Source: an optimization exercise on an open RTL-to-GDS flow (aim: small area, a short achievable clock period and few clock cycles). Production flows keep margins and buffers that such runs may drop.
No functional check of the RTL was part of this run.
Power is estimated from default activity; no workload was simulated.

<file path="design/flow/config.mk">
export PLATFORM = sky130hd
export DESIGN_NAME = encode
export DESIGN_NICKNAME = encode
export VERILOG_FILES = /design/flow/design.v
export SDC_FILE = /design/flow/constraint.sdc
export NUM_CORES = 8
export LEC_CHECK = 0
export CAP_MARGIN = 20
export CORE_MARGIN = 2
export CORE_UTILIZATION = 60
export CTS_BUF_LIST = sky130_fd_sc_hd__clkbuf_8
export SETUP_SLACK_MARGIN = 5
export SLEW_MARGIN = 20
export SYNTH_MEMORY_MAX_BITS = 16384
</file>
<file path="design/flow/constraint.sdc">
create_clock -name core_clock -period 10.0 [get_ports {clk}]
set_input_delay 2.0000 -clock core_clock [delete_from_list [all_inputs] [get_ports {clk}]]
set_output_delay 2.0000 -clock core_clock [all_outputs]
set_load 0.01 [all_outputs]
</file>
<file path="design/flow/design.v">
module encode#(
	parameter DATAWIDTH_STATE		= 16,
	parameter DATAWIDTH_XMAX		= 18,
	parameter DATAWIDTH_RCPFREQ		= 32,
	parameter DATAWIDTH_BIAS		= 10,
	parameter DATAWIDTH_CMPLFREQ	= 9,
	parameter DATAWIDTH_RCPSHIFT	= 6,
	parameter RANS_BYTE_L_SHIFT		= 8,
	parameter DATANUM				= 130560
)(
	input wire								clk,
	input wire								rst,
	input wire								start,
	output reg								onebyte_end,
	output reg								finish,
	input wire	[	 DATAWIDTH_XMAX-1:0]	x_max,
	input wire								x_max_valid,
	input wire	[ DATAWIDTH_RCPFREQ-1:0]	rcp_freq,
	input wire								rcp_freq_valid,
	input wire	[	 DATAWIDTH_BIAS-1:0]	bias,
	input wire								bias_valid,
	input wire	[DATAWIDTH_CMPLFREQ-1:0]	cmpl_freq,
	input wire								cmpl_freq_valid,
	input wire	[DATAWIDTH_RCPSHIFT-1:0]	rcp_shift,
	input wire								rcp_shift_valid,
	input wire								tvalid,
	input wire	[			   	    7:0]	tdata,
	input wire								tlast,
	output reg	[			   	    7:0]	byte_enc,
	output reg								out_valid
);
	function gt8;
		input [7:0] a;
		input [7:0] b;
		reg [7:0] g, p;
		reg [3:0] g1, p1;
		reg [1:0] g2, p2;
		integer i;
		begin
			g = a & ~b;		 
			p = a | ~b;		 
			for (i = 0; i < 4; i = i + 1) begin
				g1[i] = g[2*i+1] | (p[2*i+1] & g[2*i]);
				p1[i] = g[2*i+1] | (p[2*i+1] & p[2*i]);
			end
			for (i = 0; i < 2; i = i + 1) begin
				g2[i] = g1[2*i+1] | (p1[2*i+1] & g1[2*i]);
				p2[i] = g1[2*i+1] | (p1[2*i+1] & p1[2*i]);
			end
			gt8 = g2[1] | (p2[1] & g2[0]);
		end
	endfunction
	function ge12;
		input [11:0] a;
		input [11:0] b;
		reg [11:0] g, p;
		reg [5:0] g1, p1;
		reg [2:0] g2, p2;
		reg p3;
		integer i;
		begin
			g = a & ~b;		 
			p = a | ~b;		 
			for (i = 0; i < 6; i = i + 1) begin
				g1[i] = g[2*i+1] | (p[2*i+1] & g[2*i]);
				p1[i] = g[2*i+1] | (p[2*i+1] & p[2*i]);
			end
			for (i = 0; i < 3; i = i + 1) begin
				g2[i] = g1[2*i+1] | (p1[2*i+1] & g1[2*i]);
				p2[i] = g1[2*i+1] | (p1[2*i+1] & p1[2*i]);
			end
			p3 = g2[1] | (p2[1] & p2[0]);
			ge12 = g2[2] | (p2[2] & p3);
		end
	endfunction
	function [15:0] dec4;
		input [3:0] a;
		begin
			dec4 = 16'd1 << a;
		end
	endfunction
	reg rst_r;
	always @(posedge clk) rst_r <= rst;
	reg			ld_v;
	reg	[7:0]	ld_f;
	always @(posedge clk) begin
		ld_v <= x_max_valid;
		ld_f <= x_max[15:8];
	end
	reg	[7:0]	ld_cnt;		 
	reg	[8:0]	ld_acc;		 
	always @(posedge clk) begin
		if (rst_r) begin
			ld_cnt <= 8'd0;
			ld_acc <= 9'd0;
		end else if (ld_v) begin
			ld_cnt <= ld_cnt + 8'd1;
			ld_acc <= ld_acc + {1'b0, ld_f};
		end
	end
	reg	[3*255-1:0]	lsr;	 
	always @(posedge clk)
		if (ld_v) lsr <= {lsr[3*254-1:0], ld_acc[2:0]};
	reg	[7:0]	thr [1:32];
	genvar gk;
	generate for (gk = 1; gk <= 32; gk = gk + 1) begin : g_thr
		always @(posedge clk)
			if (ld_v && ld_acc[8:3] < gk) thr[gk] <= ld_cnt;
	end endgenerate
	reg	[7:0]	idx;
	reg	[15:0]	oh_hi, oh_lo;
	always @(posedge clk) begin
		if (tvalid) begin
			idx   <= tdata;
			oh_hi <= dec4(tdata[7:4]);
			oh_lo <= dec4(tdata[3:0]);
		end else begin
			idx   <= idx + 8'd1;
			oh_lo <= {oh_lo[14:0], oh_lo[15]};
			if (oh_lo[15]) oh_hi <= {oh_hi[14:0], oh_hi[15]};
		end
	end
	wire [2:0] lent [0:255];
	genvar gp;
	generate for (gp = 0; gp < 255; gp = gp + 1) begin : g_row
		assign lent[gp] = lsr[3*gp +: 3];
	end endgenerate
	assign lent[255] = 3'd0;
	reg [2:0] rd_lo;
	reg [2:0] grp;
	integer ia, ib;
	always @(*) begin
		rd_lo = 3'd0;
		for (ia = 0; ia < 16; ia = ia + 1) begin
			grp = 3'd0;
			for (ib = 0; ib < 16; ib = ib + 1)
				grp = grp | ({3{oh_lo[ib]}} & lent[16*(15-ia) + (15-ib)]);
			rd_lo = rd_lo | ({3{oh_hi[ia]}} & grp);
		end
	end
	wire [32:1] t;
	generate for (gk = 1; gk <= 32; gk = gk + 1) begin : g_cmp
		assign t[gk] = gt8(idx, thr[gk]);
	end endgenerate
	reg	[32:1]	t_r;
	reg	[2:0]	lo_r;
	always @(posedge clk) begin
		t_r  <= t;
		lo_r <= rd_lo;
	end
	reg [4:0] rd_hi;
	integer ik;
	always @(*) begin
		rd_hi = 5'd0;
		for (ik = 1; ik < 32; ik = ik + 1)
			if (t_r[ik] & ~t_r[ik+1]) rd_hi = rd_hi | ik[4:0];
	end
	wire [7:0] rd_cdf = {rd_hi, lo_r};
	reg			v1, v2, v3, v4, v5, v6, v7, fin1;
	reg			l1, l2, l3, l4, l5, l6, l7;
	always @(posedge clk) begin
		if (rst_r) begin
			v1 <= 1'b0; v2 <= 1'b0; v3 <= 1'b0; v4 <= 1'b0; v5 <= 1'b0; v6 <= 1'b0; v7 <= 1'b0;
			fin1 <= 1'b0;
		end else begin
			v1 <= tvalid; v2 <= v1; v3 <= v2; v4 <= v3; v5 <= v4; v6 <= v5; v7 <= v6;
			fin1 <= v7 & l7;
		end
		l1 <= tlast; l2 <= l1; l3 <= l2; l4 <= l3; l5 <= l4; l6 <= l5; l7 <= l6;
	end
	reg	[7:0]	c0, c1;
	always @(posedge clk) begin
		c0 <= c1;
		c1 <= rd_cdf;
	end
	reg	[7:0]	fa, ca;
	always @(posedge clk) begin
		fa <= c1 - c0;
		ca <= c0;
	end
	reg	[7:0]	pc;
	reg	[7:0]	m1;
	reg	[9:0]	m3;
	reg	[10:0]	m5, m7;
	reg	[11:0]	m9, m11, m13, m15;
	always @(posedge clk)
		if (v5) begin
			pc  <= ca;
			m1  <= fa;
			m3  <= {2'b0, fa} + {1'b0, fa, 1'b0};
			m5  <= {3'b0, fa} + {1'b0, fa, 2'b0};
			m7  <= {fa, 3'b0} - {3'b0, fa};
			m9  <= {1'b0, fa, 3'b0} + {4'b0, fa};
			m11 <= {1'b0, fa, 3'b0} + {3'b0, fa, 1'b0} + {4'b0, fa};
			m13 <= {fa, 4'b0} - {3'b0, fa, 1'b0} - {4'b0, fa};
			m15 <= {fa, 4'b0} - {4'b0, fa};
		end
	wire [11:0] mul [0:15];
	assign mul[0]  = 12'd0;
	assign mul[1]  = {4'b0, m1};
	assign mul[2]  = {3'b0, m1, 1'b0};
	assign mul[3]  = {2'b0, m3};
	assign mul[4]  = {2'b0, m1, 2'b0};
	assign mul[5]  = {1'b0, m5};
	assign mul[6]  = {1'b0, m3, 1'b0};
	assign mul[7]  = {1'b0, m7};
	assign mul[8]  = {1'b0, m1, 3'b0};
	assign mul[9]  = m9;
	assign mul[10] = {m5, 1'b0};
	assign mul[11] = m11;
	assign mul[12] = {m3, 2'b0};
	assign mul[13] = m13;
	assign mul[14] = {m7, 1'b0};
	assign mul[15] = m15;
	reg	[15:0]	x;
	reg	[11:0]	w;
	reg	[3:0]	qh;			 
	reg	[7:0]	e2;			 
	wire [7:0] hi = x[15:8];
	wire [7:0] lo = x[7:0];
	wire [3:0]	v2h = w[7:4] + e2[7:4];
	wire [7:0]	u_v = v7 ? {v2h, e2[3:0]} : w[7:0];
	wire [15:0]	u_t;		 
	wire [15:0]	u_e;		 
	wire [7:0]	u_c [0:15];
	assign u_t[0] = 1'b1;
	genvar gm;
	generate for (gm = 1; gm < 16; gm = gm + 1) begin : g_div
		assign u_t[gm] = ge12(w, mul[gm]);
	end endgenerate
	generate for (gm = 0; gm < 16; gm = gm + 1) begin : g_cand
		assign u_c[gm] = u_v - mul[gm][7:0];
		if (gm < 15) begin : g_e
			assign u_e[gm] = u_t[gm] & ~u_t[gm+1];
		end else begin : g_e
			assign u_e[gm] = u_t[gm];
		end
	end endgenerate
	reg [7:0] u_rem;
	reg [3:0] u_q;
	integer mi;
	always @(*) begin
		u_rem = 8'd0;
		u_q = 4'd0;
		for (mi = 0; mi < 16; mi = mi + 1)
			if (u_e[mi]) begin
				u_rem = u_rem | u_c[mi];
				u_q = u_q | mi[3:0];
			end
	end
	wire [15:0]	s_t;
	wire [15:0]	s_e;
	assign s_t[0] = 1'b1;
	generate for (gm = 1; gm < 16; gm = gm + 1) begin : g_sdiv
		assign s_t[gm] = ge12({8'd0, w[11:8]}, mul[gm]);
	end endgenerate
	generate for (gm = 0; gm < 16; gm = gm + 1) begin : g_se
		if (gm < 15) begin : g_e
			assign s_e[gm] = s_t[gm] & ~s_t[gm+1];
		end else begin : g_e
			assign s_e[gm] = s_t[gm];
		end
	end endgenerate
	reg [3:0] s_m;
	reg [3:0] s_q;
	always @(*) begin
		s_m = 4'd0;
		s_q = 4'd0;
		for (mi = 0; mi < 16; mi = mi + 1)
			if (s_e[mi]) begin
				s_m = s_m | mul[mi][3:0];
				s_q = s_q | mi[3:0];
			end
	end
	wire [3:0] s_rem = w[11:8] - s_m;
	wire need = w[11:4] >= m1;			 
	wire [7:0] rem1 = need ? {4'd0, s_rem} : u_rem;
	wire [3:0] dig1 = need ? s_q : u_q;
	wire [3:0] d2   = need ? hi[3:0] : lo[3:0];
	wire [15:0] x_new = {qh, u_q, u_rem};
	always @(posedge clk) begin
		qh <= dig1;
		e2 <= {4'd0, d2} + pc;
		if (v6)      w <= {rem1, d2};
		else if (v7) w <= x_new[15:4];
		else         w <= x[15:4];
		if (start)   x <= 16'd256;
		else if (v7) x <= x_new;
	end
	always @(posedge clk) begin
		onebyte_end <= tvalid;
		if (rst_r) begin
			out_valid <= 1'b0;
			finish    <= 1'b0;
		end else begin
			out_valid <= (v6 & need) | (v7 & l7) | fin1;
			finish    <= fin1;
		end
		if (v6)
			byte_enc <= lo;
		else if (fin1)
			byte_enc <= hi;
		else
			byte_enc <= u_rem;
	end
endmodule
</file>
<file path="design/flow/flow/run.sh">
#!/bin/bash
# Standard synthesis, then the standard ORFS layout steps with repair_timing
# aiming at a larger setup slack (a tighter internal target than the clock).
set -euo pipefail
MARGIN=${MARGIN:-6.5}
bash standard.sh synth > synth.log 2>&1
sed "s/SETUP_SLACK_MARGIN=[0-9.]*/SETUP_SLACK_MARGIN=$MARGIN/" standard.sh > layout.sh
grep -q "SETUP_SLACK_MARGIN=$MARGIN" layout.sh
bash layout.sh > layout.log 2>&1
</file>
<file path="design/flow/standard.sh">
#!/bin/bash
# synth_recipe.tcl (not shown) runs the flow's synth.tcl, then flattens the netlist and writes it again
# the make line also repeats each setting of config.mk as NAME=value (left out here)
make -C /OpenROAD-flow-scripts/flow DESIGN_CONFIG=/design/flow/config.mk WORK_HOME=/design/flow/orfs CLKGATE_MAP_FILE= SYNTH_SCRIPT=/design/flow/synth_recipe.tcl "${@:-finish}"
</file>
==> run summary <==
-- metal layers --
metal | routed length [um] | up-vias | share of wire | GRT usage
li1 | - | 17300 | - | -
met1 | 66200 | 19200 | 0.42 | 0.455
met2 | 71100 | 2005 | 0.45 | 0.474
met3 | 15800 | 342 | 0.10 | 0.0599
met4 | 4640 | 0 | 0.029 | 0.100
met5 | 0 | - | 0 | 0
-- cell usage after synthesis (17+ instances only) --
cell      count
a211oi_1     27
a21o_1       37
a21oi_1     129
a221oi_1    154
a22o_1      135
a22oi_1     139
a31oi_1      29
and2_1       19
buf_1        34
buf_2        27
clkbuf_1    133
dfxtp_1     184
edfxtp_1   1118
fa_1         26
ha_1        160
inv_1       415
maj3_1       40
maj3_2      220
mux2i_1      18
nand2_1     102
nand2b_1     73
nand3_1      78
nand4_1      80
nor2_1      156
nor2b_1     102
nor2b_4      26
nor3_1       48
nor4_1       21
o211ai_1     17
o21a_1       39
o21ai_0     160
o21bai_1     23
o22ai_1      21
or3_1        19
xnor2_1      92
xor2_1       48
-- flip-flops by register name (all words and copies together) (netlist names), 9 cells and up --
signal / cells
m13: 11
x: 16
t_r: 32
oh_hi: 16
m9: 11
m11: 10
w: 12
thr: 256
m15: 12
ld_acc: 9
oh_lo: 16
m5: 9
lsr: 765
-- path summary, 6_finish.rpt --
path / start / endpoint / slack (ns) / cells after the start
worst max-delay path: m11[2] / qh[1] / 6.16 / 18
worst min-delay path: lo_r[2] / c1[2] / 0.33 / 0
worst max register to register: m11[2] / qh[1] / 6.16 / 18
worst min register to register: lo_r[2] / c1[2] / 0.33 / 0
-- report_power, final --
| part | total (mW) | switching [mW] | internal [mW] |
|---|---|---|---|
| Combinational | 2.24 | 1.27 | 0.964 |
| Sequential | 6.75 | 0.279 | 6.47 |
| Clock | 4.23 | 2.05 | 2.17 |
-- layout make-up --
type	count	area (um2)
multi-input cells	2455	20300
well taps	1276	1600
repair buffers	248	2430
clock inverters	154	836
clock buffers	219	3010
flip-flops and latches	1302	37300
inverters	423	1640
repair inverters	2	12.5
diodes	2	5.00
fillers	6836	29700
-- logic make-up after synthesis --
family,share of synthesized area
DFF,0.635
muxes,0.00384
buffers and inverters,0.0412
AOI/OAI and AO/OA,0.131
and+or+nand+nor,0.0763
xor gates and xnor gates,0.0209
adders and majority gates,0.0920
-- worst max-delay path, stage by stage, from the launching register on --
cell	delay, ns
edfxtp_1	0.50
clkinv_2	0.35
maj3_2	0.43
maj3_2	0.34
nand2_2	0.10
nor2_2	0.04
nand3b_1	0.23
buf_4	0.17
buf_4	0.12
buf_4	0.13
buf_4	0.13
buf_4	0.12
buf_4	0.12
buf_4	0.12
buf_4	0.12
buf_4	0.12
buf_4	0.13
nor3_2	0.35
nor2_1	0.06
-- metrics by stage --
step	utilization	hold WS (ns)	cells	area [um2]	total power [mW]
final	0.694	0.325	6081	67200	13.2
after floorplan	-	0.310	4381	58900	8.44
after global placement	0.626	0.313	5564	60600	8.98
after detailed placement	0.626	0.312	5564	60600	9.04
after CTS	0.682	0.326	6032	66100	13.3
after global routing	0.694	0.331	6081	67200	13.8
-- what timing repair did --
item | 4_1_cts | 5_1_grt
gates resized for setup | 191 | 139
pin swaps | 39 | 47
buffers inserted | 89 | 41
setup endpoints to repair | 57 | 40
hold buffers | 0 | 0
cloned | 6 | 5
==> reports/results.ini <==
[status]
status = finished clean

[sta]
rsz0062_at_grt = yes
slew_violations = 0
slew_headroom = 0.259
setup_viol = 0
skew_ns = 0.0441
tns_ns = 0
fmaxAchievable_mhz = 260
finalHoldViolCount = 0
finalCritPeriodShare = 0.384
setup_ws_ns = 6.16
finalCriticalPeriod_ns = 3.84
worst_pin_slew_ns = 1.11

[clock_tree]
cts_tree = yes
root_buffer = clkbuf_8
clock_latency_ns = 0.87
cts_made_buffers = 201
cts_sinks = 1302
clock_path_buffers = 3
clkSlewWorstSetupHoldPaths_ns = 0.06
htree_num_levels = 4

[synth]
syn_inst = 4381
syn-num-nets = 4660
syn-cell-area_um2 = 58700
ys.flop_type = edfxtp_1
synth.largest_area_cell = edfxtp_1
syn_avg_cell_area_um2 = 13.4
synth_top_area_frac = 0.572
async_flop_share = 0
synth-seq-area-share = 0.635
yosysWarnings = 2
synth_area_leaders = edfxtp_1 57%, dfxtp_1 6.3%, maj3_2 4.2%
synth_edf_count = 1118
synth_cell_types = 88
synth-seq-cells = 1302

[drt]
antenna_left = 0
via_per_inst = 6.39
first_pass_iters = 8
wl_um = 158000
wire_per_inst_um = 25.9
drc = 0
drtIter0Drc = 4763
num_vias = 38800

[pwr]
p_leak_nw = 24.9
p_per_area_nw_per_um2 = 197
peakVddDrop_mv = 0.156

[grt]
grt_pass1_wl_um = 233000
grt_max_degree = 200
antenna_found_initial = 2
grt_pass1_vias = 37500
grt_use_total = 0.312
gr-total-overflow = 0

[finish]
layout.nets = 4912
mostFrequentLayoutCells = 1118 x edfxtp_1, 487 x inv_1, 226 x maj3_2
final_common_cell = edfxtp_1
area_growth_pct = 14.4
drive_gt1_frac = 0.205

[floorplan]
fp-row-count = 114
core_um2 = 96900
ios = 104
dieArea_um2 = 100000
initial_core_util = 0.606
die_x_um = 317
die_h_um = 317

[place]
gp_congestion = 1.00
pre_cts_ws_ns = 5.04
hpwl_um = 94200
numPortBuffers = 32

[hold_path]
min_path_type = reg -> reg

[critical_path]
end_kind = flop
crit_type = reg -> reg
worstPathRequired_ns = 10.70
critical_path_arrival_ns = 4.54
critPathMaxFanout = 10
start_kind = flop

[run]
maxCapViolations = 0

## what the ideal ports hide
The flow's constraints put no driver on any port. The routed layout listed below was extracted and timed again, unchanged, in two steps.
Step 1 (the two cells are an assumption about what drives the block):
set clk [get_ports {clk}]
set_driving_cell -lib_cell sky130_fd_sc_hd__clkbuf_16 $clk
set_driving_cell -lib_cell sky130_fd_sc_hd__buf_2 [delete_from_list [all_inputs] $clk]
Step 2 moves the port delays by t, midway between the first and last clock arrival at a register: inputs arrive t later, outputs are due t later. That takes back most of the time a late clock gives input paths.
Slacks: ideal ports / drivers / drivers and shift; pairs: ideal ports / drivers.
t, ns: 0.914
slack for setup (ns): 6.160 / 6.160 / 6.160
hold slack, ns: 0.325 / 0.325 / 0.325
worst setup path after step 2: register to register
After both steps this run still meets setup and hold. The setup slack of this run moves by 0.000 ns with the drivers and by 0.000 ns with both steps.
